Source: an optimization exercise on an open RTL-to-GDS flow (aim: small area). Production flows keep margins and buffers that such runs may drop.
In this exercise RTL edits were held to simulation tests only and were not proved equivalent to the original.

<file path="config.mk">
export PLATFORM = sky130hd
export DESIGN_NAME = QAM
export DESIGN_NICKNAME = QAM
export VERILOG_FILES = /design/flow/design.v
export SDC_FILE = /design/flow/constraint.sdc
export NUM_CORES = 4
export LEC_CHECK = 0
export ABC_AREA = 1
export CAP_MARGIN = 20
export CORE_MARGIN = 2
export CORE_UTILIZATION = 40
export SLEW_MARGIN = 20
</file>
<file path="run.sh">
#!/bin/bash
# synth_recipe.tcl (not shown) runs the flow's synth.tcl, then flattens the netlist and writes it again
# the make line also repeats each setting of config.mk as NAME=value (left out here)
make -C /OpenROAD-flow-scripts/flow DESIGN_CONFIG=/design/flow/config.mk WORK_HOME=/design/flow/orfs CLKGATE_MAP_FILE= SYNTH_SCRIPT=/design/flow/synth_recipe.tcl finish
</file>
<file path="constraint.sdc">
create_clock -name core_clock -period 5.0 [get_ports {clk}]
set_input_delay 1.0000 -clock core_clock [delete_from_list [all_inputs] [get_ports {clk}]]
set_output_delay 1.0000 -clock core_clock [all_outputs]
set_load 0.01 [all_outputs]
</file>
<file path="design.v">
`timescale 1ns/10ps
module QAM(clk, rst, en, Din, IFout);
input clk, rst, en;
input Din;
output reg signed [17:0] IFout;
reg ce2;           
reg sm_ctrl;       
reg swap;          
reg [1:0] spc;     
reg sm_i, sm_q;    
reg [3:0] usi;     
reg [3:0] cnt;     
reg [8:0] sym_i, sym_q;  
reg [1:0] mix_cnt;
reg [15:0] acc;    
wire en0 = en & ce2;
wire en1 = sm_ctrl & ce2;
wire en2 = usi[3];
wire [1:0] sw = usi[1:0];
wire load = en2 & (sw == 2'd0);
wire neg = ~mix_cnt[1];                         
wire [8:0] s = mix_cnt[0] ? sym_i : sym_q;      
wire [8:0] x = s ^ {9{neg}};
wire [8:0] v;      
assign v[0] = cnt > 4'd0;
assign v[1] = cnt > 4'd1;
assign v[2] = cnt > 4'd2;
assign v[3] = cnt > 4'd3;
assign v[4] = cnt > 4'd4;
assign v[5] = cnt > 4'd5;
assign v[6] = cnt > 4'd6;
assign v[7] = cnt > 4'd7;
assign v[8] = cnt > 4'd8;
reg [15:0] t0;    
always @(*) begin
  case ({sw, x[0], v[0]})
    4'd0: t0 = 16'd74;
    4'd1: t0 = 16'd0;
    4'd2: t0 = 16'd74;
    4'd3: t0 = 16'd148;
    4'd4: t0 = 16'd0;
    4'd5: t0 = 16'd0;
    4'd6: t0 = 16'd0;
    4'd7: t0 = 16'd0;
    4'd8: t0 = 16'd0;
    4'd9: t0 = 16'd0;
    4'd10: t0 = 16'd0;
    4'd11: t0 = 16'd0;
    4'd12: t0 = 16'd168;
    4'd13: t0 = 16'd0;
    4'd14: t0 = 16'd168;
    4'd15: t0 = 16'd336;
  endcase
end
reg [15:0] t1;    
always @(*) begin
  case ({sw, x[1], v[1]})
    4'd0: t1 = 16'd276;
    4'd1: t1 = 16'd0;
    4'd2: t1 = 16'd276;
    4'd3: t1 = 16'd552;
    4'd4: t1 = 16'd185;
    4'd5: t1 = 16'd370;
    4'd6: t1 = 16'd185;
    4'd7: t1 = 16'd0;
    4'd8: t1 = 16'd267;
    4'd9: t1 = 16'd534;
    4'd10: t1 = 16'd267;
    4'd11: t1 = 16'd0;
    4'd12: t1 = 16'd36;
    4'd13: t1 = 16'd72;
    4'd14: t1 = 16'd36;
    4'd15: t1 = 16'd0;
  endcase
end
reg [15:0] t2;    
always @(*) begin
  case ({sw, x[2], v[2]})
    4'd0: t2 = 16'd238;
    4'd1: t2 = 16'd476;
    4'd2: t2 = 16'd238;
    4'd3: t2 = 16'd0;
    4'd4: t2 = 16'd233;
    4'd5: t2 = 16'd0;
    4'd6: t2 = 16'd233;
    4'd7: t2 = 16'd466;
    4'd8: t2 = 16'd278;
    4'd9: t2 = 16'd556;
    4'd10: t2 = 16'd278;
    4'd11: t2 = 16'd0;
    4'd12: t2 = 16'd713;
    4'd13: t2 = 16'd1426;
    4'd14: t2 = 16'd713;
    4'd15: t2 = 16'd0;
  endcase
end
reg [15:0] t3;    
always @(*) begin
  case ({sw, x[3], v[3]})
    4'd0: t3 = 16'd2598;
    4'd1: t3 = 16'd5196;
    4'd2: t3 = 16'd2598;
    4'd3: t3 = 16'd0;
    4'd4: t3 = 16'd1262;
    4'd5: t3 = 16'd0;
    4'd6: t3 = 16'd1262;
    4'd7: t3 = 16'd2524;
    4'd8: t3 = 16'd2592;
    4'd9: t3 = 16'd0;
    4'd10: t3 = 16'd2592;
    4'd11: t3 = 16'd5184;
    4'd12: t3 = 16'd1730;
    4'd13: t3 = 16'd0;
    4'd14: t3 = 16'd1730;
    4'd15: t3 = 16'd3460;
  endcase
end
reg [15:0] t4;    
always @(*) begin
  case ({sw, x[4], v[4]})
    4'd0: t4 = 16'd15958;
    4'd1: t4 = 16'd31916;
    4'd2: t4 = 16'd15958;
    4'd3: t4 = 16'd0;
    4'd4: t4 = 16'd9499;
    4'd5: t4 = 16'd18998;
    4'd6: t4 = 16'd9499;
    4'd7: t4 = 16'd0;
    4'd8: t4 = 16'd15958;
    4'd9: t4 = 16'd31916;
    4'd10: t4 = 16'd15958;
    4'd11: t4 = 16'd0;
    4'd12: t4 = 16'd18584;
    4'd13: t4 = 16'd37168;
    4'd14: t4 = 16'd18584;
    4'd15: t4 = 16'd0;
  endcase
end
reg [15:0] t5;    
always @(*) begin
  case ({sw, x[5], v[5]})
    4'd0: t5 = 16'd2592;
    4'd1: t5 = 16'd0;
    4'd2: t5 = 16'd2592;
    4'd3: t5 = 16'd5184;
    4'd4: t5 = 16'd9499;
    4'd5: t5 = 16'd18998;
    4'd6: t5 = 16'd9499;
    4'd7: t5 = 16'd0;
    4'd8: t5 = 16'd2598;
    4'd9: t5 = 16'd5196;
    4'd10: t5 = 16'd2598;
    4'd11: t5 = 16'd0;
    4'd12: t5 = 16'd1730;
    4'd13: t5 = 16'd0;
    4'd14: t5 = 16'd1730;
    4'd15: t5 = 16'd3460;
  endcase
end
reg [15:0] t6;    
always @(*) begin
  case ({sw, x[6], v[6]})
    4'd0: t6 = 16'd278;
    4'd1: t6 = 16'd556;
    4'd2: t6 = 16'd278;
    4'd3: t6 = 16'd0;
    4'd4: t6 = 16'd1262;
    4'd5: t6 = 16'd0;
    4'd6: t6 = 16'd1262;
    4'd7: t6 = 16'd2524;
    4'd8: t6 = 16'd238;
    4'd9: t6 = 16'd476;
    4'd10: t6 = 16'd238;
    4'd11: t6 = 16'd0;
    4'd12: t6 = 16'd713;
    4'd13: t6 = 16'd1426;
    4'd14: t6 = 16'd713;
    4'd15: t6 = 16'd0;
  endcase
end
reg [15:0] t7;    
always @(*) begin
  case ({sw, x[7], v[7]})
    4'd0: t7 = 16'd267;
    4'd1: t7 = 16'd534;
    4'd2: t7 = 16'd267;
    4'd3: t7 = 16'd0;
    4'd4: t7 = 16'd233;
    4'd5: t7 = 16'd0;
    4'd6: t7 = 16'd233;
    4'd7: t7 = 16'd466;
    4'd8: t7 = 16'd276;
    4'd9: t7 = 16'd0;
    4'd10: t7 = 16'd276;
    4'd11: t7 = 16'd552;
    4'd12: t7 = 16'd36;
    4'd13: t7 = 16'd72;
    4'd14: t7 = 16'd36;
    4'd15: t7 = 16'd0;
  endcase
end
reg [15:0] t8;    
always @(*) begin
  case ({sw, x[8], v[8]})
    4'd0: t8 = 16'd43255;
    4'd1: t8 = 16'd43255;
    4'd2: t8 = 16'd43255;
    4'd3: t8 = 16'd43255;
    4'd4: t8 = 16'd43363;
    4'd5: t8 = 16'd43548;
    4'd6: t8 = 16'd43363;
    4'd7: t8 = 16'd43178;
    4'd8: t8 = 16'd43329;
    4'd9: t8 = 16'd43255;
    4'd10: t8 = 16'd43329;
    4'd11: t8 = 16'd43403;
    4'd12: t8 = 16'd41826;
    4'd13: t8 = 16'd41658;
    4'd14: t8 = 16'd41826;
    4'd15: t8 = 16'd41994;
  endcase
end
wire fs1 = t1[0] ^ t2[0] ^ t4[0];
wire fc2 = (t1[0] & t2[0]) | (t1[0] & t4[0]) | (t2[0] & t4[0]);
wire fs3 = t0[1] ^ t1[1] ^ t2[1];
wire fc4 = (t0[1] & t1[1]) | (t0[1] & t2[1]) | (t1[1] & t2[1]);
wire fs5 = t3[1] ^ t4[1] ^ t5[1];
wire fc6 = (t3[1] & t4[1]) | (t3[1] & t5[1]) | (t4[1] & t5[1]);
wire fs7 = t0[2] ^ t1[2] ^ t2[2];
wire fc8 = (t0[2] & t1[2]) | (t0[2] & t2[2]) | (t1[2] & t2[2]);
wire fs9 = t3[2] ^ t4[2] ^ t5[2];
wire fc10 = (t3[2] & t4[2]) | (t3[2] & t5[2]) | (t4[2] & t5[2]);
wire fs11 = t6[2] ^ t7[2] ^ t8[2];
wire fc12 = (t6[2] & t7[2]) | (t6[2] & t8[2]) | (t7[2] & t8[2]);
wire fs13 = t0[3] ^ t1[3] ^ t2[3];
wire fc14 = (t0[3] & t1[3]) | (t0[3] & t2[3]) | (t1[3] & t2[3]);
wire fs15 = t3[3] ^ t4[3] ^ t5[3];
wire fc16 = (t3[3] & t4[3]) | (t3[3] & t5[3]) | (t4[3] & t5[3]);
wire fs17 = t6[3] ^ t7[3] ^ t8[3];
wire fc18 = (t6[3] & t7[3]) | (t6[3] & t8[3]) | (t7[3] & t8[3]);
wire fs19 = t0[4] ^ t1[4] ^ t2[4];
wire fc20 = (t0[4] & t1[4]) | (t0[4] & t2[4]) | (t1[4] & t2[4]);
wire fs21 = t3[4] ^ t4[4] ^ t5[4];
wire fc22 = (t3[4] & t4[4]) | (t3[4] & t5[4]) | (t4[4] & t5[4]);
wire fs23 = t6[4] ^ t7[4] ^ t8[4];
wire fc24 = (t6[4] & t7[4]) | (t6[4] & t8[4]) | (t7[4] & t8[4]);
wire fs25 = t0[5] ^ t1[5] ^ t2[5];
wire fc26 = (t0[5] & t1[5]) | (t0[5] & t2[5]) | (t1[5] & t2[5]);
wire fs27 = t3[5] ^ t4[5] ^ t5[5];
wire fc28 = (t3[5] & t4[5]) | (t3[5] & t5[5]) | (t4[5] & t5[5]);
wire fs29 = t6[5] ^ t7[5] ^ t8[5];
wire fc30 = (t6[5] & t7[5]) | (t6[5] & t8[5]) | (t7[5] & t8[5]);
wire fs31 = t0[6] ^ t1[6] ^ t2[6];
wire fc32 = (t0[6] & t1[6]) | (t0[6] & t2[6]) | (t1[6] & t2[6]);
wire fs33 = t3[6] ^ t4[6] ^ t5[6];
wire fc34 = (t3[6] & t4[6]) | (t3[6] & t5[6]) | (t4[6] & t5[6]);
wire fs35 = t6[6] ^ t7[6] ^ t8[6];
wire fc36 = (t6[6] & t7[6]) | (t6[6] & t8[6]) | (t7[6] & t8[6]);
wire fs37 = t0[7] ^ t1[7] ^ t2[7];
wire fc38 = (t0[7] & t1[7]) | (t0[7] & t2[7]) | (t1[7] & t2[7]);
wire fs39 = t3[7] ^ t4[7] ^ t5[7];
wire fc40 = (t3[7] & t4[7]) | (t3[7] & t5[7]) | (t4[7] & t5[7]);
wire fs41 = t6[7] ^ t7[7] ^ t8[7];
wire fc42 = (t6[7] & t7[7]) | (t6[7] & t8[7]) | (t7[7] & t8[7]);
wire fs43 = t0[8] ^ t1[8] ^ t2[8];
wire fc44 = (t0[8] & t1[8]) | (t0[8] & t2[8]) | (t1[8] & t2[8]);
wire fs45 = t3[8] ^ t4[8] ^ t5[8];
wire fc46 = (t3[8] & t4[8]) | (t3[8] & t5[8]) | (t4[8] & t5[8]);
wire fs47 = t6[8] ^ t7[8] ^ t8[8];
wire fc48 = (t6[8] & t7[8]) | (t6[8] & t8[8]) | (t7[8] & t8[8]);
wire fs49 = t1[9] ^ t2[9] ^ t3[9];
wire fc50 = (t1[9] & t2[9]) | (t1[9] & t3[9]) | (t2[9] & t3[9]);
wire fs51 = t4[9] ^ t5[9] ^ t6[9];
wire fc52 = (t4[9] & t5[9]) | (t4[9] & t6[9]) | (t5[9] & t6[9]);
wire hs53 = t7[9] ^ t8[9];
wire hc54 = t7[9] & t8[9];
wire fs55 = t2[10] ^ t3[10] ^ t4[10];
wire fc56 = (t2[10] & t3[10]) | (t2[10] & t4[10]) | (t3[10] & t4[10]);
wire fs57 = t5[10] ^ t6[10] ^ t8[10];
wire fc58 = (t5[10] & t6[10]) | (t5[10] & t8[10]) | (t6[10] & t8[10]);
wire fs59 = t3[11] ^ t4[11] ^ t5[11];
wire fc60 = (t3[11] & t4[11]) | (t3[11] & t5[11]) | (t4[11] & t5[11]);
wire fs61 = fs1 ^ t5[0] ^ t6[0];
wire fc62 = (fs1 & t5[0]) | (fs1 & t6[0]) | (t5[0] & t6[0]);
wire fs63 = fc2 ^ fs3 ^ fs5;
wire fc64 = (fc2 & fs3) | (fc2 & fs5) | (fs3 & fs5);
wire fs65 = t6[1] ^ t7[1] ^ t8[1];
wire fc66 = (t6[1] & t7[1]) | (t6[1] & t8[1]) | (t7[1] & t8[1]);
wire fs67 = fc4 ^ fc6 ^ fs7;
wire fc68 = (fc4 & fc6) | (fc4 & fs7) | (fc6 & fs7);
wire hs69 = fs9 ^ fs11;
wire hc70 = fs9 & fs11;
wire fs71 = fc8 ^ fc10 ^ fc12;
wire fc72 = (fc8 & fc10) | (fc8 & fc12) | (fc10 & fc12);
wire fs73 = fs13 ^ fs15 ^ fs17;
wire fc74 = (fs13 & fs15) | (fs13 & fs17) | (fs15 & fs17);
wire fs75 = fc14 ^ fc16 ^ fc18;
wire fc76 = (fc14 & fc16) | (fc14 & fc18) | (fc16 & fc18);
wire fs77 = fs19 ^ fs21 ^ fs23;
wire fc78 = (fs19 & fs21) | (fs19 & fs23) | (fs21 & fs23);
wire fs79 = fc20 ^ fc22 ^ fc24;
wire fc80 = (fc20 & fc22) | (fc20 & fc24) | (fc22 & fc24);
wire fs81 = fs25 ^ fs27 ^ fs29;
wire fc82 = (fs25 & fs27) | (fs25 & fs29) | (fs27 & fs29);
wire fs83 = fc26 ^ fc28 ^ fc30;
wire fc84 = (fc26 & fc28) | (fc26 & fc30) | (fc28 & fc30);
wire fs85 = fs31 ^ fs33 ^ fs35;
wire fc86 = (fs31 & fs33) | (fs31 & fs35) | (fs33 & fs35);
wire fs87 = fc32 ^ fc34 ^ fc36;
wire fc88 = (fc32 & fc34) | (fc32 & fc36) | (fc34 & fc36);
wire fs89 = fs37 ^ fs39 ^ fs41;
wire fc90 = (fs37 & fs39) | (fs37 & fs41) | (fs39 & fs41);
wire fs91 = fc38 ^ fc40 ^ fc42;
wire fc92 = (fc38 & fc40) | (fc38 & fc42) | (fc40 & fc42);
wire fs93 = fs43 ^ fs45 ^ fs47;
wire fc94 = (fs43 & fs45) | (fs43 & fs47) | (fs45 & fs47);
wire fs95 = fc44 ^ fc46 ^ fc48;
wire fc96 = (fc44 & fc46) | (fc44 & fc48) | (fc46 & fc48);
wire fs97 = fs49 ^ fs51 ^ hs53;
wire fc98 = (fs49 & fs51) | (fs49 & hs53) | (fs51 & hs53);
wire fs99 = fc50 ^ fc52 ^ hc54;
wire fc100 = (fc50 & fc52) | (fc50 & hc54) | (fc52 & hc54);
wire hs101 = fs55 ^ fs57;
wire hc102 = fs55 & fs57;
wire fs103 = fc56 ^ fc58 ^ fs59;
wire fc104 = (fc56 & fc58) | (fc56 & fs59) | (fc58 & fs59);
wire hs105 = t6[11] ^ t8[11];
wire hc106 = t6[11] & t8[11];
wire fs107 = fc60 ^ t3[12] ^ t4[12];
wire fc108 = (fc60 & t3[12]) | (fc60 & t4[12]) | (t3[12] & t4[12]);
wire fs109 = fc64 ^ fc66 ^ fs67;
wire fc110 = (fc64 & fc66) | (fc64 & fs67) | (fc66 & fs67);
wire fs111 = fc68 ^ hc70 ^ fs71;
wire fc112 = (fc68 & hc70) | (fc68 & fs71) | (hc70 & fs71);
wire fs113 = fc72 ^ fc74 ^ fs75;
wire fc114 = (fc72 & fc74) | (fc72 & fs75) | (fc74 & fs75);
wire fs115 = fc76 ^ fc78 ^ fs79;
wire fc116 = (fc76 & fc78) | (fc76 & fs79) | (fc78 & fs79);
wire fs117 = fc80 ^ fc82 ^ fs83;
wire fc118 = (fc80 & fc82) | (fc80 & fs83) | (fc82 & fs83);
wire fs119 = fc84 ^ fc86 ^ fs87;
wire fc120 = (fc84 & fc86) | (fc84 & fs87) | (fc86 & fs87);
wire fs121 = fc88 ^ fc90 ^ fs91;
wire fc122 = (fc88 & fc90) | (fc88 & fs91) | (fc90 & fs91);
wire fs123 = fc92 ^ fc94 ^ fs95;
wire fc124 = (fc92 & fc94) | (fc92 & fs95) | (fc94 & fs95);
wire fs125 = fc96 ^ fc98 ^ fs99;
wire fc126 = (fc96 & fc98) | (fc96 & fs99) | (fc98 & fs99);
wire fs127 = fc100 ^ hc102 ^ fs103;
wire fc128 = (fc100 & hc102) | (fc100 & fs103) | (hc102 & fs103);
wire fs129 = fc104 ^ hc106 ^ fs107;
wire fc130 = (fc104 & hc106) | (fc104 & fs107) | (hc106 & fs107);
wire fs131 = fc108 ^ t4[13] ^ t5[13];
wire fc132 = (fc108 & t4[13]) | (fc108 & t5[13]) | (t4[13] & t5[13]);
wire fs133 = fs61 ^ t7[0] ^ t8[0];
wire fc134 = (fs61 & t7[0]) | (fs61 & t8[0]) | (t7[0] & t8[0]);
wire fs135 = fc62 ^ fs63 ^ fs65;
wire fc136 = (fc62 & fs63) | (fc62 & fs65) | (fs63 & fs65);
wire hs137 = fs109 ^ hs69;
wire hc138 = fs109 & hs69;
wire fs139 = fc110 ^ fs111 ^ fs73;
wire fc140 = (fc110 & fs111) | (fc110 & fs73) | (fs111 & fs73);
wire fs141 = fc112 ^ fs113 ^ fs77;
wire fc142 = (fc112 & fs113) | (fc112 & fs77) | (fs113 & fs77);
wire fs143 = fc114 ^ fs115 ^ fs81;
wire fc144 = (fc114 & fs115) | (fc114 & fs81) | (fs115 & fs81);
wire fs145 = fc116 ^ fs117 ^ fs85;
wire fc146 = (fc116 & fs117) | (fc116 & fs85) | (fs117 & fs85);
wire fs147 = fc118 ^ fs119 ^ fs89;
wire fc148 = (fc118 & fs119) | (fc118 & fs89) | (fs119 & fs89);
wire fs149 = fc120 ^ fs121 ^ fs93;
wire fc150 = (fc120 & fs121) | (fc120 & fs93) | (fs121 & fs93);
wire fs151 = fc122 ^ fs123 ^ fs97;
wire fc152 = (fc122 & fs123) | (fc122 & fs97) | (fs123 & fs97);
wire fs153 = fc124 ^ fs125 ^ hs101;
wire fc154 = (fc124 & fs125) | (fc124 & hs101) | (fs125 & hs101);
wire fs155 = fc126 ^ fs127 ^ hs105;
wire fc156 = (fc126 & fs127) | (fc126 & hs105) | (fs127 & hs105);
wire fs157 = fc128 ^ fs129 ^ t5[12];
wire fc158 = (fc128 & fs129) | (fc128 & t5[12]) | (fs129 & t5[12]);
wire fs159 = fc130 ^ fs131 ^ 1'b1;
wire fc160 = (fc130 & fs131) | (fc130 & 1'b1) | (fs131 & 1'b1);
wire fs161 = fc132 ^ t4[14] ^ t5[14];
wire fc162 = (fc132 & t4[14]) | (fc132 & t5[14]) | (t4[14] & t5[14]);
wire hs163 = t4[15] ^ 1'b1;
wire [15:0] cpa_a = {fc162, fc160, fc158, fc156, fc154, fc152, fc150, fc148, fc146, fc144, fc142, fc140, hc138, fc136, fc134, fs133};
wire [15:0] cpa_b = {hs163, fs161, fs159, fs157, fs155, fs153, fs151, fs149, fs147, fs145, fs143, fs141, fs139, hs137, fs135, 1'b0};
wire [15:0] cpa_s = cpa_a + cpa_b;
wire [15:0] nxt = {cpa_s[15], cpa_s[14], cpa_s[13], cpa_s[12], cpa_s[11], cpa_s[10], cpa_s[9], cpa_s[8], cpa_s[7], cpa_s[6], cpa_s[5], cpa_s[4], cpa_s[3], cpa_s[2], cpa_s[1], cpa_s[0]};
always @(posedge clk or posedge rst) begin
	if (rst) begin
		ce2 <= 1'b0; sm_ctrl <= 1'b0; swap <= 1'b0; spc <= 2'd0;
		sm_i <= 1'b0; sm_q <= 1'b0;
		usi <= 4'd0; cnt <= 4'd0; sym_i <= 9'd0; sym_q <= 9'd0;
		mix_cnt <= 2'd0; acc <= 16'd0;
	end
	else begin
		ce2 <= ~ce2;
		if (ce2) sm_ctrl <= ~sm_ctrl;
		if (en0) begin
			swap <= ~swap;
			if (!swap) spc[0] <= Din;
			else spc <= {spc[0], Din};
		end
		if (en1) begin
			sm_i <= spc[1];
			sm_q <= spc[0];
		end
		if (!usi[3]) begin
			if (en) usi <= usi + 4'd1;
		end
		else usi[1:0] <= usi[1:0] + 2'd1;
		if (load) begin
			sym_i <= {sym_i[7:0], sm_i};
			sym_q <= {sym_q[7:0], sm_q};
			if (cnt != 4'd9) cnt <= cnt + 4'd1;
		end
		if (en) mix_cnt <= mix_cnt + 2'd1;
		acc <= nxt;
	end
end
always @(*) IFout = {acc[15], acc[15], acc};
endmodule
</file>
==> results of run 1 <==
-- worst max-delay path: cells and delay by family, from the launching register on --
kind	cells	cell delay (ns)
DFF	1	0.42
adders and majority gates	6	2.39
and+or+nand+nor	13	1.42
buffers and inverters	4	0.30
AOI/OAI and AO/OA	1	0.15
-- registers in the layout, summed over array words and instances (netlist names) --
name,cells
sm_q,1
ce2,1
sm_ctrl,1
spc,2
sym_i,9
sym_q,9
cnt,4
swap,1
acc,16
sm_i,1
usi,4
mix_cnt,2
-- cells in the final DEF, fill, tap and decap left out, drive strengths merged, types with 3 or more instances in the layout --
master,count
o22ai,3
nand4,8
clkdlybuf4s50,21
inv,164
nand3,40
nand2,204
a21oi,40
xor2,17
xnor2,3
or2,4
clkbuf,6
ha,29
o21ai,43
nor2,69
o211ai,3
buf,31
fa,76
dfrtp,51
-- stage by stage --
step | hold WS [ns] | util [%] | setup TNS (ns) | std cells
2_1_floorplan | 0.441 | - | 0 | 782
3_3_place_gp | 0.457 | 44.3 | -0.0371 | 988
3_5_place_dp | 0.457 | 44.3 | -0.0890 | 988
4_1_cts | 0.470 | 45.5 | 0 | 997
5_1_grt | 0.491 | 46.8 | -0.0506 | 1004
6_report | 0.468 | 46.8 | 0 | 1004
-- cells by family (layout without fill, tap and decap cells) --
group	count (synthesis)	count (layout)	synth area share (%)
simple gates	328	328	22.9
buf+inv	186	224	12.3
compound gates	92	92	8.58
fa+ha+maj	105	105	31.8
flops	51	51	21.5
xor+xnor	20	20	2.95
-- how the worst max path moves through the flow --
stage	start	endpoint	slack (ns)	depth (start not counted)
global placement	cnt[0]	acc[15]	-0.04	25
floorplan	cnt[0]	acc[15]	0.47	25
global route	cnt[1]	acc[15]	-0.03	27
CTS	cnt[1]	acc[12]	0.04	24
detailed placement	cnt[0]	acc[15]	-0.08	25
finish	cnt[1]	acc[10]	0.23	24
-- what timing repair did --
item | in CTS | in global routing
endpoints found under the setup margin | 2 | 11
setup buffers | 1 | 7
gates resized for setup | 4 | 30
pin swaps | 0 | 6
-- final cells by class --
cell class	instances	area, µm²
well taps	184	230
multi-input cells	545	4080
clock buffers	5	125
repair buffers	53	448
clock inverters	3	27.5
fillers	1471	7730
inverters	163	612
flip-flops and latches	51	1280
-- layer usage --
layer / routed length [µm] / vias to the layer above / GRT usage [%]
li1: - / 2434 / -
met2: 6600 / 201 / 31.2
met4: 308 / 0 / 5.82
met5: 0 / - / 0
met3: 1260 / 24 / 4.50
met1: 6850 / 2354 / 28.5
==> impl_metrics.json, run 1 <==
{
  "drt_wl_total_um": 15000,
  "ys_async_sr_fraction_pct": 100,
  "hp-start": "sm_ctrl",
  "grt_pass1_wl_um": 25100,
  "setup_viol": 0,
  "ys_top_cells_by_area": "fa_1 26%, dfrtp_1 22%, nand2_1 13%",
  "antenna_found_initial": 0,
  "fmax_ghz": 0.209,
  "ys_seq_area_share_pct": 21.5,
  "worstMarginPinSlew_ns": 0.940,
  "track_usage_pct": 20.1,
  "worstSetupEndpointType": "flip-flop",
  "fin_nets": 928,
  "worstSetupPathType": "flip-flop to flip-flop",
  "pin_count": 22,
  "reg2reg_from": "cnt[1]",
  "hold_violations": 0,
  "hold_buffers": 0,
  "htreeDepth": 2,
  "clk_pin_slew_worst_paths_ns": 0.08,
  "n_antenna_cell": 0,
  "startpoint_type": "flip-flop",
  "rrSetupSlack_ns": 0.23,
  "r2r_cells": 24,
  "synth_warnings": 1,
  "place_area_mm2": 0.00644,
  "path_max_fanout": 5,
  "core_area_mm2": 0.0145,
  "die_w_um": 126,
  "cts.sink_count": 51,
  "crit_path_max_incr_delay_ns": 0.55,
  "worstPathCellList": "inv_2, ha_1, nor2_2, nand2_1, nand2_2, nand3_2, inv_1, nor2_1, or2_1, fa_2, fa_1, fa_1, inv_1, fa_1, inv_1, ha_1, a21oi_1, nand2_1, nand3_1, nand2_1, nand2_1, nand2_1, nand2_1, nand2_1",
  "cp.arrival_ns": 4.98,
  "fin_area_mm2": 0.00681,
  "timing.final.crit_share_pct": 95.5,
  "ys.flop_type": "dfrtp_1",
  "cp_data_required_time_ns": 5.21,
  "worst_hold_path_type": "flip-flop to flip-flop",
  "finalMaxSlewViolations": 0,
  "whs_path_depth": 1,
  "drtIter0Drc": 425,
  "start_util_pct": 40.8,
  "fp.dieH_um": 126,
  "fin_skew_ns": 0.00919,
  "drv_cap": 0,
  "min_to": "sm_ctrl",
  "status": "complete, no violations",
  "gp_congestion": 0.957,
  "cp_common_cell": "nand2_1",
  "timing.rr.end": "acc[10]",
  "yosysTopAreaCell": "fa_1",
  "grt_max_degree": 52,
  "avgViaCountPerCell": 4.99,
  "synth_most_common_cell": "nand2_1",
  "dr.pass1.iters": 5,
  "yosys-top-cells-count": "202 x nand2_1, 155 x inv_1, 76 x fa_1, 63 x nor2_1, 51 x dfrtp_1",
  "syn2layout_area_growth_pct": 14.7,
  "num_rows": 44,
  "dieArea_mm2": 0.0158,
  "synth_cell_types": 34,
  "rsz0062_at_grt": "yes",
  "ant_nets": 0,
  "cts_root_buf": "clkbuf_16",
  "ys_ff_latch": 51,
  "layout_setup_ws_ns": 0.225,
  "synth_edf_count": 0,
  "synth_fp_nets": 891,
  "clock_latency_ns": 0.31,
  "cp_slowest_cell": "fa_1",
  "numPortBuffers": 21,
  "post_drt_wl_per_cell_um": 15.0,
  "min_period_ns": 4.77,
  "drc": 0,
  "syn-instance-count": 782,
  "dp_hpwl_um": 12200,
  "grt_overflow": 0,
  "post-synth-top-area-fraction_pct": 25.6,
  "clock_path_buffers": 2,
  "layout-drive-gt1-share_pct": 11.5,
  "dp_worst_setup_slack_ns": -0.0802,
  "avgSynthCellArea_um2": 7.59,
  "vias": 5013,
  "cts_buffers": 5,
  "slew_headroom_pct": 37.2,
  "grt_pass1_vias": 5006,
  "cts_tree": "yes",
  "synthesis.area_mm2": 0.00593
}
==> run 2, diff against run 1 <==
--- a/design.v
+++ b/design.v
@@ -33,170 +33,216 @@
 assign v[8] = cnt > 4'd8;
-reg [15:0] t0;    
+wire [15:0] t0;    
+reg [15:0] kz0;
 always @(*) begin
-  case ({sw, x[0], v[0]})
-    4'd0: t0 = 16'd74;
-    4'd1: t0 = 16'd0;
-    4'd2: t0 = 16'd74;
-    4'd3: t0 = 16'd148;
-    4'd4: t0 = 16'd0;
-    4'd5: t0 = 16'd0;
-    4'd6: t0 = 16'd0;
-    4'd7: t0 = 16'd0;
-    4'd8: t0 = 16'd0;
-    4'd9: t0 = 16'd0;
-    4'd10: t0 = 16'd0;
-    4'd11: t0 = 16'd0;
-    4'd12: t0 = 16'd168;
-    4'd13: t0 = 16'd0;
-    4'd14: t0 = 16'd168;
-    4'd15: t0 = 16'd336;
-  endcase
-end
-reg [15:0] t1;    
-always @(*) begin
-  case ({sw, x[1], v[1]})
-    4'd0: t1 = 16'd276;
-    4'd1: t1 = 16'd0;
-    4'd2: t1 = 16'd276;
-    4'd3: t1 = 16'd552;
-    4'd4: t1 = 16'd185;
-    4'd5: t1 = 16'd370;
-    4'd6: t1 = 16'd185;
-    4'd7: t1 = 16'd0;
-    4'd8: t1 = 16'd267;
-    4'd9: t1 = 16'd534;
-    4'd10: t1 = 16'd267;
-    4'd11: t1 = 16'd0;
-    4'd12: t1 = 16'd36;
-    4'd13: t1 = 16'd72;
-    4'd14: t1 = 16'd36;
-    4'd15: t1 = 16'd0;
-  endcase
-end
-reg [15:0] t2;    
-always @(*) begin
-  case ({sw, x[2], v[2]})
-    4'd0: t2 = 16'd238;
-    4'd1: t2 = 16'd476;
-    4'd2: t2 = 16'd238;
-    4'd3: t2 = 16'd0;
-    4'd4: t2 = 16'd233;
-    4'd5: t2 = 16'd0;
-    4'd6: t2 = 16'd233;
-    4'd7: t2 = 16'd466;
-    4'd8: t2 = 16'd278;
-    4'd9: t2 = 16'd556;
-    4'd10: t2 = 16'd278;
-    4'd11: t2 = 16'd0;
-    4'd12: t2 = 16'd713;
-    4'd13: t2 = 16'd1426;
-    4'd14: t2 = 16'd713;
-    4'd15: t2 = 16'd0;
-  endcase
-end
-reg [15:0] t3;    
-always @(*) begin
-  case ({sw, x[3], v[3]})
-    4'd0: t3 = 16'd2598;
-    4'd1: t3 = 16'd5196;
-    4'd2: t3 = 16'd2598;
-    4'd3: t3 = 16'd0;
-    4'd4: t3 = 16'd1262;
-    4'd5: t3 = 16'd0;
-    4'd6: t3 = 16'd1262;
-    4'd7: t3 = 16'd2524;
-    4'd8: t3 = 16'd2592;
-    4'd9: t3 = 16'd0;
-    4'd10: t3 = 16'd2592;
-    4'd11: t3 = 16'd5184;
-    4'd12: t3 = 16'd1730;
-    4'd13: t3 = 16'd0;
-    4'd14: t3 = 16'd1730;
-    4'd15: t3 = 16'd3460;
-  endcase
-end
-reg [15:0] t4;    
-always @(*) begin
-  case ({sw, x[4], v[4]})
-    4'd0: t4 = 16'd15958;
-    4'd1: t4 = 16'd31916;
-    4'd2: t4 = 16'd15958;
-    4'd3: t4 = 16'd0;
-    4'd4: t4 = 16'd9499;
-    4'd5: t4 = 16'd18998;
-    4'd6: t4 = 16'd9499;
-    4'd7: t4 = 16'd0;
-    4'd8: t4 = 16'd15958;
-    4'd9: t4 = 16'd31916;
-    4'd10: t4 = 16'd15958;
-    4'd11: t4 = 16'd0;
-    4'd12: t4 = 16'd18584;
-    4'd13: t4 = 16'd37168;
-    4'd14: t4 = 16'd18584;
-    4'd15: t4 = 16'd0;
-  endcase
-end
-reg [15:0] t5;    
-always @(*) begin
-  case ({sw, x[5], v[5]})
-    4'd0: t5 = 16'd2592;
-    4'd1: t5 = 16'd0;
-    4'd2: t5 = 16'd2592;
-    4'd3: t5 = 16'd5184;
-    4'd4: t5 = 16'd9499;
-    4'd5: t5 = 16'd18998;
-    4'd6: t5 = 16'd9499;
-    4'd7: t5 = 16'd0;
-    4'd8: t5 = 16'd2598;
-    4'd9: t5 = 16'd5196;
-    4'd10: t5 = 16'd2598;
-    4'd11: t5 = 16'd0;
-    4'd12: t5 = 16'd1730;
-    4'd13: t5 = 16'd0;
-    4'd14: t5 = 16'd1730;
-    4'd15: t5 = 16'd3460;
-  endcase
-end
-reg [15:0] t6;    
-always @(*) begin
-  case ({sw, x[6], v[6]})
-    4'd0: t6 = 16'd278;
-    4'd1: t6 = 16'd556;
-    4'd2: t6 = 16'd278;
-    4'd3: t6 = 16'd0;
-    4'd4: t6 = 16'd1262;
-    4'd5: t6 = 16'd0;
-    4'd6: t6 = 16'd1262;
-    4'd7: t6 = 16'd2524;
-    4'd8: t6 = 16'd238;
-    4'd9: t6 = 16'd476;
-    4'd10: t6 = 16'd238;
-    4'd11: t6 = 16'd0;
-    4'd12: t6 = 16'd713;
-    4'd13: t6 = 16'd1426;
-    4'd14: t6 = 16'd713;
-    4'd15: t6 = 16'd0;
-  endcase
-end
-reg [15:0] t7;    
-always @(*) begin
-  case ({sw, x[7], v[7]})
-    4'd0: t7 = 16'd267;
-    4'd1: t7 = 16'd534;
-    4'd2: t7 = 16'd267;
-    4'd3: t7 = 16'd0;
-    4'd4: t7 = 16'd233;
-    4'd5: t7 = 16'd0;
-    4'd6: t7 = 16'd233;
-    4'd7: t7 = 16'd466;
-    4'd8: t7 = 16'd276;
-    4'd9: t7 = 16'd0;
-    4'd10: t7 = 16'd276;
-    4'd11: t7 = 16'd552;
-    4'd12: t7 = 16'd36;
-    4'd13: t7 = 16'd72;
-    4'd14: t7 = 16'd36;
-    4'd15: t7 = 16'd0;
+  case (sw)
+    2'd0: kz0 = 16'd74;
+    2'd1: kz0 = 16'd0;
+    2'd2: kz0 = 16'd0;
+    2'd3: kz0 = 16'd168;
   endcase
 end
+reg [15:0] kxp0;
+always @(*) begin
+  case (sw)
+    2'd0: kxp0 = 16'd148;
+    2'd1: kxp0 = 16'd0;
+    2'd2: kxp0 = 16'd0;
+    2'd3: kxp0 = 16'd336;
+  endcase
+end
+assign t0 = ({16{~v[0]}} & kz0) | ({16{v[0] & x[0]}} & kxp0);
+wire [15:0] t1;    
+reg [15:0] kz1;
+always @(*) begin
+  case (sw)
+    2'd0: kz1 = 16'd276;
+    2'd1: kz1 = 16'd185;
+    2'd2: kz1 = 16'd267;
+    2'd3: kz1 = 16'd36;
+  endcase
+end
+reg [15:0] kxp1;
+always @(*) begin
+  case (sw)
+    2'd0: kxp1 = 16'd552;
+    2'd1: kxp1 = 16'd0;
+    2'd2: kxp1 = 16'd0;
+    2'd3: kxp1 = 16'd0;
+  endcase
+end
+reg [15:0] kxn1;
+always @(*) begin
+  case (sw)
+    2'd0: kxn1 = 16'd0;
+    2'd1: kxn1 = 16'd370;
+    2'd2: kxn1 = 16'd534;
+    2'd3: kxn1 = 16'd72;
+  endcase
+end
+assign t1 = ({16{~v[1]}} & kz1) | ({16{v[1] & x[1]}} & kxp1) | ({16{v[1] & ~x[1]}} & kxn1);
+wire [15:0] t2;    
+reg [15:0] kz2;
+always @(*) begin
+  case (sw)
+    2'd0: kz2 = 16'd238;
+    2'd1: kz2 = 16'd233;
+    2'd2: kz2 = 16'd278;
+    2'd3: kz2 = 16'd713;
+  endcase
+end
+reg [15:0] kxp2;
+always @(*) begin
+  case (sw)
+    2'd0: kxp2 = 16'd0;
+    2'd1: kxp2 = 16'd466;
+    2'd2: kxp2 = 16'd0;
+    2'd3: kxp2 = 16'd0;
+  endcase
+end
+reg [15:0] kxn2;
+always @(*) begin
+  case (sw)
+    2'd0: kxn2 = 16'd476;
+    2'd1: kxn2 = 16'd0;
+    2'd2: kxn2 = 16'd556;
+    2'd3: kxn2 = 16'd1426;
+  endcase
+end
+assign t2 = ({16{~v[2]}} & kz2) | ({16{v[2] & x[2]}} & kxp2) | ({16{v[2] & ~x[2]}} & kxn2);
+wire [15:0] t3;    
+reg [15:0] kz3;
+always @(*) begin
+  case (sw)
+    2'd0: kz3 = 16'd2598;
+    2'd1: kz3 = 16'd1262;
+    2'd2: kz3 = 16'd2592;
+    2'd3: kz3 = 16'd1730;
+  endcase
+end
+reg [15:0] kxp3;
+always @(*) begin
+  case (sw)
+    2'd0: kxp3 = 16'd0;
+    2'd1: kxp3 = 16'd2524;
+    2'd2: kxp3 = 16'd5184;
+    2'd3: kxp3 = 16'd3460;
+  endcase
+end
+reg [15:0] kxn3;
+always @(*) begin
+  case (sw)
+    2'd0: kxn3 = 16'd5196;
+    2'd1: kxn3 = 16'd0;
+    2'd2: kxn3 = 16'd0;
+    2'd3: kxn3 = 16'd0;
+  endcase
+end
+assign t3 = ({16{~v[3]}} & kz3) | ({16{v[3] & x[3]}} & kxp3) | ({16{v[3] & ~x[3]}} & kxn3);
+wire [15:0] t4;    
+reg [15:0] kz4;
+always @(*) begin
+  case (sw)
+    2'd0: kz4 = 16'd15958;
+    2'd1: kz4 = 16'd9499;
+    2'd2: kz4 = 16'd15958;
+    2'd3: kz4 = 16'd18584;
+  endcase
+end
+reg [15:0] kxn4;
+always @(*) begin
+  case (sw)
+    2'd0: kxn4 = 16'd31916;
+    2'd1: kxn4 = 16'd18998;
+    2'd2: kxn4 = 16'd31916;
+    2'd3: kxn4 = 16'd37168;
+  endcase
+end
+assign t4 = ({16{~v[4]}} & kz4) | ({16{v[4] & ~x[4]}} & kxn4);
+wire [15:0] t5;    
+reg [15:0] kz5;
+always @(*) begin
+  case (sw)
+    2'd0: kz5 = 16'd2592;
+    2'd1: kz5 = 16'd9499;
+    2'd2: kz5 = 16'd2598;
+    2'd3: kz5 = 16'd1730;
+  endcase
+end
+reg [15:0] kxp5;
+always @(*) begin
+  case (sw)
+    2'd0: kxp5 = 16'd5184;
+    2'd1: kxp5 = 16'd0;
+    2'd2: kxp5 = 16'd0;
+    2'd3: kxp5 = 16'd3460;
+  endcase
+end
+reg [15:0] kxn5;
+always @(*) begin
+  case (sw)
+    2'd0: kxn5 = 16'd0;
+    2'd1: kxn5 = 16'd18998;
+    2'd2: kxn5 = 16'd5196;
+    2'd3: kxn5 = 16'd0;
+  endcase
+end
+assign t5 = ({16{~v[5]}} & kz5) | ({16{v[5] & x[5]}} & kxp5) | ({16{v[5] & ~x[5]}} & kxn5);
+wire [15:0] t6;    
+reg [15:0] kz6;
+always @(*) begin
+  case (sw)
+    2'd0: kz6 = 16'd278;
+    2'd1: kz6 = 16'd1262;
+    2'd2: kz6 = 16'd238;
+    2'd3: kz6 = 16'd713;
+  endcase
+end
+reg [15:0] kxp6;
+always @(*) begin
+  case (sw)
+    2'd0: kxp6 = 16'd0;
+    2'd1: kxp6 = 16'd2524;
+    2'd2: kxp6 = 16'd0;
+    2'd3: kxp6 = 16'd0;
+  endcase
+end
+reg [15:0] kxn6;
+always @(*) begin
+  case (sw)
+    2'd0: kxn6 = 16'd556;
+    2'd1: kxn6 = 16'd0;
+    2'd2: kxn6 = 16'd476;
+    2'd3: kxn6 = 16'd1426;
+  endcase
+end
+assign t6 = ({16{~v[6]}} & kz6) | ({16{v[6] & x[6]}} & kxp6) | ({16{v[6] & ~x[6]}} & kxn6);
+wire [15:0] t7;    
+reg [15:0] kz7;
+always @(*) begin
+  case (sw)
+    2'd0: kz7 = 16'd267;
+    2'd1: kz7 = 16'd233;
+    2'd2: kz7 = 16'd276;
+    2'd3: kz7 = 16'd36;
+  endcase
+end
+reg [15:0] kxp7;
+always @(*) begin
+  case (sw)
+    2'd0: kxp7 = 16'd0;
+    2'd1: kxp7 = 16'd466;
+    2'd2: kxp7 = 16'd552;
+    2'd3: kxp7 = 16'd0;
+  endcase
+end
+reg [15:0] kxn7;
+always @(*) begin
+  case (sw)
+    2'd0: kxn7 = 16'd534;
+    2'd1: kxn7 = 16'd0;
+    2'd2: kxn7 = 16'd0;
+    2'd3: kxn7 = 16'd72;
+  endcase
+end
+assign t7 = ({16{~v[7]}} & kz7) | ({16{v[7] & x[7]}} & kxp7) | ({16{v[7] & ~x[7]}} & kxn7);
 reg [15:0] t8;    
==> run 2 against run 1 <==
  * Die area shrank 2.4%
  * Still clean
  * Highest routed layer unchanged
  * Global-route usage grew 4.3 points
  * Via count barely moved
==> impl_metrics.json, run 2 <==
{
  "status": "complete, no violations",
  "post-synth-top-area-fraction_pct": 25.3,
  "fin_nets": 959,
  "startpoint_type": "flip-flop",
  "hold_violations": 0,
  "drtIter0Drc": 318,
  "avgViaCountPerCell": 4.87,
  "min_period_ns": 4.78,
  "dp_worst_setup_slack_ns": -0.0632,
  "antenna_found_initial": 0,
  "worstPathCellList": "buf_4, ha_1, o21ai_2, buf_4, nand3_1, nand2_1, a21oi_1, fa_1, fa_1, fa_1, inv_1, fa_1, ha_4, nand2_1, nand2_1, inv_1, nor2_1, o21ai_0, nand3_1, nor2_2, inv_1, nand2_1, nand2_1",
  "fillers": 1363,
  "htreeDepth": 2,
  "path_max_fanout": 4,
  "synth_cell_types": 38,
  "synth-xor-area-share_pct": 4.24,
  "drv_cap": 0,
  "ys_top_cells_by_area": "fa_1 25%, dfrtp_1 22%, inv_1 11%",
  "yosysTopAreaCell": "fa_1",
  "ys.flop_type": "dfrtp_1",
  "num_rows": 43,
  "gp_congestion": 1.03,
  "cts_tree": "yes",
  "fin_skew_ns": 0.0131,
  "start_util_pct": 41.4,
  "layout_common_cells": "164 x inv_1, 130 x nand2_1, 107 x buf_4",
  "ys_seq_area_share_pct": 22.1,
  "cts_buffers": 5,
  "drt_wl_total_um": 18300,
  "cp.arrival_ns": 4.99,
  "rsz0062_at_grt": "yes",
  "syn-instance-count": 722,
  "reg2reg_from": "cnt[1]",
  "largest_register_ffs": 16,
  "numPortBuffers": 21,
  "synth_fp_nets": 834,
  "drc": 0,
  "hold_ws_ns": 0.474,
  "synthMuxAreaShare_pct": 0.195,
  "worst_hold_path_type": "flip-flop to flip-flop",
  "setup_viol": 0,
  "synthesis.area_mm2": 0.00579,
  "grt_pass1_vias": 5192,
  "yosys-top-cells-count": "168 x inv_1, 138 x nand2_1, 73 x fa_1, 56 x nor2_1, 51 x dfrtp_1",
  "layout_setup_ws_ns": 0.216,
  "post_drt_wl_per_cell_um": 17.8,
  "ys_async_sr_fraction_pct": 100,
  "reg_top3": "acc: 16 flops, sym_i: 9 flops, sym_q: 9 flops",
  "ys_ff_latch": 51,
  "yosys.area_share.simple_pct": 17.5,
  "syn2layout_area_growth_pct": 28.2,
  "vias": 5008,
  "grt_max_degree": 52,
  "grt_overflow": 0,
  "top_register": "acc",
  "grt_pass1_wl_um": 28600,
  "die_w_um": 124,
  "crit_path_max_incr_delay_ns": 0.56,
  "r2r_cells": 23,
  "rrSetupSlack_ns": 0.22,
  "ant_nets": 0,
  "dieArea_mm2": 0.0154,
  "fin_tns_setup_ns": 0,
  "layout-drive-gt1-share_pct": 24.1,
  "synth_top_family_by_area": "adder cells",
  "synth_warnings": 1,
  "hp-start": "sm_ctrl",
  "multiInputGateArea_mm2": 0.00405,
  "core_area_mm2": 0.0140,
  "slew_headroom_pct": 40.7,
  "synth_edf_count": 0,
  "clock_path_buffers": 2,
  "worstMarginPinSlew_ns": 0.889,
  "dp_hpwl_um": 15800,
  "finalMaxSlewViolations": 0,
  "synth_most_common_cell": "inv_1",
  "fp.dieH_um": 124,
  "layout_commonest_cell": "inv_1",
  "whs_path_depth": 1,
  "track_usage_pct": 24.4,
  "avgSynthCellArea_um2": 8.01,
  "cp_common_cell": "nand2_1",
  "fmax_ghz": 0.209,
  "clock_latency_ns": 0.32,
  "clk_pin_slew_worst_paths_ns": 0.09,
  "synth-compound-area-share_pct": 10.4,
  "synthAdderAreaFrac_pct": 32.8,
  "regArea_mm2": 0.00128,
  "timing.rr.end": "acc[15]",
  "cp_slowest_cell": "fa_1",
  "cts.sink_count": 51,
  "worstSetupEndpointType": "flip-flop",
  "cp_data_required_time_ns": 5.20,
  "pin_count": 22,
  "worstSetupPathType": "flip-flop to flip-flop",
  "dr.pass1.iters": 5,
  "cts_root_buf": "clkbuf_16",
  "min_to": "sm_ctrl",
  "timing.final.crit_share_pct": 95.7,
  "n_antenna_cell": 0
}
## run 2: cell count changes after synthesis, sizes merged, moves of 6 or more
cell   change
nand2     -64
inv       +12
nand3      -9
a21oi      -7
ha         +6
nand4      -6
o21ai      +6
## run 2: repair_timing
item / in CTS / in global routing
hold endpoints to repair: 0 / 0
pin swaps: 1 / 18
gates cloned: 0 / 1
hold buffers: 0 / 0
setup endpoints to repair: 6 / 11
gates resized for setup: 12 / 63
setup buffers: 2 / 2
## run 2: cell type report
class,instances,share of cell area [%]
multi-input cells,484,54.6
flip-flops and latches,51,17.2
repair buffers,130,14.2
inverters,175,8.94
well taps,180,3.04
clock buffers,5,1.69
clock inverters,3,0.320
## run 2: cells by family (layout without fill, tap and decap cells)
logic type | count (synthesis) | in the layout
mux | 1 | 1
xor+xnor | 28 | 28
compound gates | 105 | 105
simple gates | 241 | 242
buf+inv | 188 | 313
fa+ha+maj | 108 | 108
flops | 51 | 51
## run 2: layer usage
| layer | GRT usage [%] | part of all wire (%) |
|---|---|---|
| met1 | 32.9 | 47 |
| met2 | 40.5 | 46 |
| met3 | 3.87 | 4.1 |
| met4 | 7.73 | 3.3 |
| met5 | 0 | 0 |
## run 2: worst max path at each step
stage,from,to
floorplan,usi[0],acc[11]
detailed placement,cnt[0],acc[15]
global route,cnt[3],acc[15]
CTS,mix_cnt[0],acc[15]
global placement,mix_cnt[0],acc[15]
finish,cnt[1],acc[15]
## run 2: critical path, delay by kind of cell, from the launching register on
family | cells | cell delay, ns
flops | 1 | 0.38
compound gates | 3 | 0.54
fa+ha+maj | 6 | 2.48
simple gates | 9 | 0.77
buf+inv | 5 | 0.50
## run 2: through the flow
step                      utilization [%]  cells  instance area (µm²)
after global routing                 53.0   1028                 7420
after CTS                            51.3   1025                 7170
after floorplan                         -    722                 5790
final                                53.0   1028                 7420
after detailed placement             49.7   1015                 6950
after global placement               49.7   1015                 6950
==> run 3, diff against run 2 <==
--- a/config.mk
+++ b/config.mk
@@ -11,2 +11,3 @@
 export CORE_UTILIZATION = 40
+export GPL_TIMING_DRIVEN = 0
 export SLEW_MARGIN = 20
==> run 3 against run 2 <==
  * Utilization decreased by 3.3 points
  * Maximum frequency decreased by 0.42%
  * Setup slack got worse by 0.020 ns
  * First-iteration DRC count decreased by 3.8%
  * Via count decreased by 4.4%
  * Die area unchanged
  * Synthesized area unchanged
  * Synthesized cell count unchanged
  * Cell count decreased by 7.0%
  * Sequential cell count unchanged
  * Critical path type unchanged
  * Highest routed layer unchanged
==> impl_metrics.json, run 3 <==
{
  "status": "complete, no violations",
  "clock_path_buffers": 2,
  "gp_congestion": 1.02,
  "post_drt_wl_per_cell_um": 16.6,
  "hold_buffers": 0,
  "dp_hpwl_um": 13100,
  "avgViaCountPerCell": 5.01,
  "crit_end": "acc[15]",
  "antenna_found_initial": 0,
  "fin_nets": 887,
  "cts.sink_count": 51,
  "reg2reg_from": "mix_cnt[0]",
  "slew_headroom_pct": 70.5,
  "yosysTopAreaCell": "fa_1",
  "cp_data_required_time_ns": 5.19,
  "cts_root_buf": "clkbuf_16",
  "top_register": "acc",
  "synth_cell_types": 38,
  "min_period_ns": 4.80,
  "grt_pass1_wl_um": 25500,
  "dr.pass1.iters": 5,
  "clock_latency_ns": 0.31,
  "layout-drive-gt1-share_pct": 18.0,
  "timing.rr.end": "acc[15]",
  "worstMarginPinSlew_ns": 0.438,
  "fmax_ghz": 0.208,
  "fin_tns_setup_ns": 0,
  "ys.flop_type": "dfrtp_1",
  "worstSetupPathType": "flip-flop to flip-flop",
  "num_rows": 43,
  "ys_seq_area_share_pct": 22.1,
  "synth_most_common_cell": "inv_1",
  "grt_overflow": 0,
  "layout_common_cells": "160 x inv_1, 130 x nand2_1, 68 x fa_1",
  "synth_edf_count": 0,
  "track_usage_pct": 21.2,
  "n_antenna_cell": 0,
  "r2r_cells": 26,
  "synth_warnings": 1,
  "fin_skew_ns": 0.00997,
  "final_cells": 956,
  "path_max_fanout": 8,
  "start_util_pct": 41.4,
  "dpl.cell_count": 924,
  "synthesis.area_mm2": 0.00579,
  "setup_viol": 0,
  "grt_pass1_vias": 4785,
  "cts_buffers": 5,
  "startpoint": "mix_cnt[0]",
  "drtIter0Drc": 306,
  "hold_violations": 0,
  "ys_async_sr_fraction_pct": 100,
  "grt_max_degree": 36,
  "pin_count": 22,
  "drc": 0,
  "drv_cap": 0,
  "cp.arrival_ns": 4.99,
  "numPortBuffers": 21,
  "syn-instance-count": 722,
  "ys_top_cells_by_area": "fa_1 25%, dfrtp_1 22%, inv_1 11%",
  "largest_register_ffs": 16,
  "vias": 4789,
  "startpoint_type": "flip-flop",
  "dieArea_mm2": 0.0154,
  "reg_top3": "acc: 16 flops, sym_i: 9 flops, sym_q: 9 flops",
  "die_w_um": 124,
  "avgSynthCellArea_um2": 8.01,
  "drt_wl_total_um": 15900,
  "cts_tree": "yes",
  "ant_nets": 0,
  "synth_fp_nets": 834,
  "clk_pin_slew_worst_paths_ns": 0.07,
  "core_area_mm2": 0.0140,
  "post-synth-top-area-fraction_pct": 25.3,
  "timing.final.crit_share_pct": 96.1,
  "layout_commonest_cell": "inv_1",
  "syn2layout_area_growth_pct": 20.3,
  "rrSetupSlack_ns": 0.20,
  "worstSetupEndpointType": "flip-flop",
  "finalMaxSlewViolations": 0,
  "htreeDepth": 2,
  "fp.dieH_um": 124,
  "yosys-top-cells-count": "168 x inv_1, 138 x nand2_1, 73 x fa_1, 56 x nor2_1, 51 x dfrtp_1",
  "worst_hold_path_type": "flip-flop to flip-flop",
  "ys_ff_latch": 51
}
==> run 3: layout make-up <==
type	instances	area [µm²]
fillers	1384	7030
multi-input cells	483	4100
flip-flops and latches	51	1280
inverters	175	666
repair buffers	46	410
well taps	180	225
clock buffers	5	125
plain buffers	13	105
clock inverters	3	46.3
==> run 3: critical path, cell delays in order, from the launching register on <==
cell	delay, ns
dfrtp_1	0.38
buf_6	0.14
inv_2	0.10
o21ai_1	0.09
or2_1	0.21
nand2_1	0.16
nor2_4	0.06
inv_2	0.09
nor2_1	0.06
or2_1	0.25
fa_1	0.61
inv_1	0.08
fa_1	0.37
inv_1	0.09
fa_1	0.41
inv_1	0.08
fa_1	0.41
inv_1	0.10
ha_4	0.23
a21oi_4	0.14
o21ai_1	0.09
a21oi_2	0.18
nor2_2	0.08
nor2_2	0.12
inv_1	0.05
nand2_1	0.06
nand2_1	0.07
==> run 3: repair_timing <==
item	in CTS	in global routing
cloned	0	0
endpoints found under the setup margin	11	10
pin swaps	3	20
setup buffers	7	17
resized for setup	35	70
==> run 3: per-layer routing <==
| layer | vias to the layer above | track usage (%) | part of all wire [%] |
|---|---|---|---|
| met5 | - | 0 | 0 |
| met2 | 148 | 32.4 | 44 |
| met1 | 2316 | 30.5 | 47 |
| li1 | 2294 | - | - |
| met3 | 31 | 2.84 | 5.4 |
| met4 | 0 | 8.46 | 3.6 |
==> run 3: kinds of logic (layout without fill, tap and decap cells) <==
group | count (synthesis) | after routing | share of synthesized area, %
AOI/OAI and AO/OA | 105 | 105 | 10.4
adders and majority gates | 108 | 108 | 32.8
DFF | 51 | 51 | 22.1
and+or+nand+nor | 241 | 241 | 17.5
buffers and inverters | 188 | 242 | 12.8
muxes | 1 | 1 | 0.195
xor gates and xnor gates | 28 | 28 | 4.24
==> run 3: worst min path at each step <==
stage | slack [ns] | endpoint | depth (start not counted) | from
2_1_floorplan | 0.44 | sm_ctrl | 1 | sm_ctrl
3_3_place_gp | 0.46 | sm_ctrl | 1 | sm_ctrl
3_5_place_dp | 0.46 | sm_ctrl | 1 | sm_ctrl
4_1_cts | 0.47 | sm_ctrl | 1 | sm_ctrl
5_1_grt | 0.49 | sm_ctrl | 1 | sm_ctrl
6_report | 0.48 | sm_ctrl | 1 | sm_ctrl
==> run 3: through the flow <==
step	utilization, %	setup slack [ns]	hold slack (ns)	area [µm²]
global route	49.8	-0.0399	0.490	6960
CTS	47.1	-0.00263	0.473	6590
finish	49.8	0.196	0.476	6960
floorplan	-	0.247	0.439	5790
detailed placement	44.6	-0.560	0.459	6240
global placement	44.5	-0.573	0.455	6220
==> run 4, diff against run 3 <==
==> flow/run.sh (new file) <==
#!/bin/bash
# Layout flow: the standard ORFS flow (standard.sh), with Yosys's generic synthesis run
# without its intermediate ABC pass (SYNTH_ARGS=-noabc), so that the adder tree written in
# the RTL reaches full-adder extraction as written. Registers, their names and cell types
# are those of the standard synthesis. Each ORFS step writes its own log under
# orfs/logs/; make's own output goes to make.log in this folder.
set -euo pipefail
bash standard.sh SYNTH_ARGS=-noabc finish > make.log 2>&1
==> standard.sh (new file) <==
#!/bin/bash
# synth_recipe.tcl (not shown) runs the flow's synth.tcl, then flattens the netlist and writes it again
# the make line also repeats each setting of config.mk as NAME=value (left out here)
make -C /OpenROAD-flow-scripts/flow DESIGN_CONFIG=/design/flow/config.mk WORK_HOME=/design/flow/orfs CLKGATE_MAP_FILE= SYNTH_SCRIPT=/design/flow/synth_recipe.tcl "${@:-finish}"
--- a/config.mk
+++ b/config.mk
@@ -11,3 +11,2 @@
 export CORE_UTILIZATION = 40
-export GPL_TIMING_DRIVEN = 0
 export SLEW_MARGIN = 20
removed: run.sh
==> run 4 against run 3 <==
  * Maximum frequency up 1.7%
  * Highest routed layer unchanged
  * Critical endpoint is now acc[14]
  * Still clean on timing, DRC and antenna
  * Utilization down 3.1 points
  * Critical path type unchanged
==> impl_metrics.json, run 4 <==
{
  "layout-drive-gt1-share_pct": 10.6,
  "htreeDepth": 2,
  "synth_edf_count": 0,
  "largest_register_ffs": 16,
  "fmax_ghz": 0.212,
  "dp_hpwl_um": 13100,
  "core_area_mm2": 0.0137,
  "syn-instance-count": 663,
  "synth_fp_nets": 776,
  "layout_common_cells": "187 x nand2_1, 76 x fa_1, 73 x inv_1",
  "post_drt_wl_per_cell_um": 17.1,
  "min_period_ns": 4.73,
  "hold_violations": 0,
  "status": "complete, no violations",
  "synth_warnings": 1,
  "layout_commonest_cell": "nand2_1",
  "fin_area_mm2": 0.00640,
  "dp_worst_setup_slack_ns": 0.0164,
  "worst_hold_path_type": "flip-flop to flip-flop",
  "worstSetupEndpointType": "flip-flop",
  "cts.sink_count": 51,
  "fp.dieH_um": 122,
  "fillers": 1347,
  "place_area_mm2": 0.00619,
  "grt_max_degree": 52,
  "post-synth-top-area-fraction_pct": 27.4,
  "cts_setup_buffers": 0,
  "numPortBuffers": 21,
  "worstMarginPinSlew_ns": 0.951,
  "gp_congestion": 1.01,
  "cts_tree": "yes",
  "layout_setup_ws_ns": 0.275,
  "clock_latency_ns": 0.30,
  "timing.final.crit_share_pct": 94.5,
  "crit_path_max_incr_delay_ns": 0.53,
  "track_usage_pct": 22.3,
  "worstSetupPathType": "flip-flop to flip-flop",
  "reg_top3": "acc: 16 flops, sym_i: 9 flops, sym_q: 9 flops",
  "cp_slowest_cell": "fa_1",
  "worstPathCellList": "clkinv_1, ha_1, buf_4, a21oi_1, nand2_1, o211ai_1, buf_4, fa_1, fa_1, fa_1, fa_1, ha_1, a21oi_1, nand2_1, a21oi_1, nand2_1, nand2_1, nand2_1",
  "fin_tns_setup_ns": 0,
  "yosys-top-cells-count": "187 x nand2_1, 76 x fa_1, 76 x inv_1, 55 x nor2_1, 51 x dfrtp_1",
  "fin_skew_ns": 0.00482,
  "avgSynthCellArea_um2": 8.37,
  "fin_nets": 828,
  "cp.arrival_ns": 4.92,
  "clock_path_buffers": 2,
  "pin_count": 22,
  "ys_ff_latch": 51,
  "drtIter0Drc": 412,
  "syn2layout_area_growth_pct": 15.4,
  "ys_seq_area_share_pct": 23.0,
  "cts_root_buf": "clkbuf_16",
  "dr.pass1.iters": 5,
  "startpoint_type": "flip-flop",
  "synth_cell_types": 35,
  "n_antenna_cell": 0,
  "cp_common_cell": "nand2_1",
  "ys.flop_type": "dfrtp_1",
  "synth_most_common_cell": "nand2_1",
  "clk_pin_slew_worst_paths_ns": 0.07,
  "start_util_pct": 40.4,
  "grt_pass1_wl_um": 24600,
  "grt_overflow": 0,
  "cp_data_required_time_ns": 5.20,
  "num_rows": 43,
  "regArea_mm2": 0.00128,
  "drt_wl_total_um": 15400,
  "final_cells": 896,
  "grt_pass1_vias": 4518,
  "ys_top_cells_by_area": "fa_1 27%, dfrtp_1 23%, nand2_1 13%",
  "ctsResizeCount": 1,
  "ys_async_sr_fraction_pct": 100,
  "rsz0062_at_grt": "no",
  "synthesis.area_mm2": 0.00555,
  "path_max_fanout": 14,
  "hold_buffers": 0,
  "antenna_found_initial": 0,
  "avgViaCountPerCell": 5.03,
  "yosysTopAreaCell": "fa_1",
  "dieArea_mm2": 0.0148,
  "setup_viol": 0,
  "slew_headroom_pct": 36.4,
  "drv_cap": 0,
  "multiInputGateArea_mm2": 0.00390,
  "dpl.cell_count": 888,
  "cts_buffers": 5,
  "top_register": "acc",
  "ant_nets": 0,
  "finalMaxSlewViolations": 0,
  "vias": 4508,
  "drc": 0,
  "die_w_um": 122
}
[run 4: cells by family (layout without fill, tap and decap cells)]
| logic type | count (synthesis) | after routing | share of synthesized area [%] |
|---|---|---|---|
| simple gates | 303 | 303 | 22.8 |
| mux | 2 | 2 | 0.406 |
| fa+ha+maj | 109 | 109 | 34.9 |
| xor+xnor | 25 | 25 | 3.95 |
| buf+inv | 96 | 149 | 6.99 |
| flops | 51 | 51 | 23.0 |
| compound gates | 77 | 77 | 8.03 |
[run 4: final cells by class]
type | count | share of cell area [%]
multi-input cells | 516 | 60.9
flip-flops and latches | 51 | 19.9
repair buffers | 60 | 7.85
inverters | 81 | 4.77
well taps | 180 | 3.52
clock buffers | 5 | 1.95
clock inverters | 3 | 1.05
[run 4: per-stage QoR]
step / hold slack, ns / util (%)
2_1_floorplan: 0.441 / -
3_3_place_gp: 0.457 / 45.1
3_5_place_dp: 0.457 / 45.1
4_1_cts: 0.471 / 46.6
5_1_grt: 0.506 / 46.7
6_report: 0.468 / 46.7
[run 4: critical path: cells and delay by family, from the launching register on]
| family | cells | cell delay (ns) |
|---|---|---|
| AO/OA/AOI/OAI | 4 | 0.85 |
| AND/OR/NAND/NOR | 5 | 0.41 |
| buffers and inverters | 3 | 0.55 |
| flip-flops | 1 | 0.35 |
| adder cells (fa/ha/maj) | 6 | 2.46 |
[run 4: metal layers]
layer	up-vias	wire, µm	track usage, %
li1	2178	-	-
met1	2151	7090	31.5
met2	150	6720	34.1
met3	29	987	4.03
met4	0	561	8.84
met5	-	0	0
[run 4: final timing paths]
kind / start / slack, ns / endpoint / depth (start not counted)
worst max-delay path: usi[0] / 0.27 / acc[14] / 18
worst min-delay path: sm_ctrl / 0.47 / sm_ctrl / 1
worst max register to register: usi[0] / 0.27 / acc[14] / 18
worst min register to register: sm_ctrl / 0.47 / sm_ctrl / 1
max in group asynchronous: rst / 3.24 / cnt[0] / 2
min in group asynchronous: rst / 1.18 / sym_q[7] / 2

==> what the ideal ports hide <==
Ports are ideal in the flow. The routed layouts listed here were re-timed in OpenROAD.
Step 1: set_driving_cell puts a clkbuf_16 on clk and a buf_2 on each other input, an assumption about the parent block.
Step 2 also shifts input and output timing later by t, the mid clock arrival at the registers, as if the neighbouring blocks saw the same clock.
Three values: ideal ports, drivers, drivers and shift; two values: the first two.
run	t, ns	setup WS [ns]	hold WS [ns]	slew at the worst register clock pin (ns)
run 1	0.349	0.225 / 0.225 / 0.225	0.468 / 0.468 / 0.468	0.08 / 0.08
run 2	0.350	0.216 / 0.216 / 0.216	0.474 / 0.474 / 0.474	0.09 / 0.09
run 3	0.347	0.196 / 0.196 / 0.196	0.476 / 0.476 / 0.476	0.08 / 0.08
run 4	0.341	0.275 / 0.275 / 0.275	0.468 / 0.468 / 0.468	0.07 / 0.07
After both steps setup and hold are still met in every run listed.
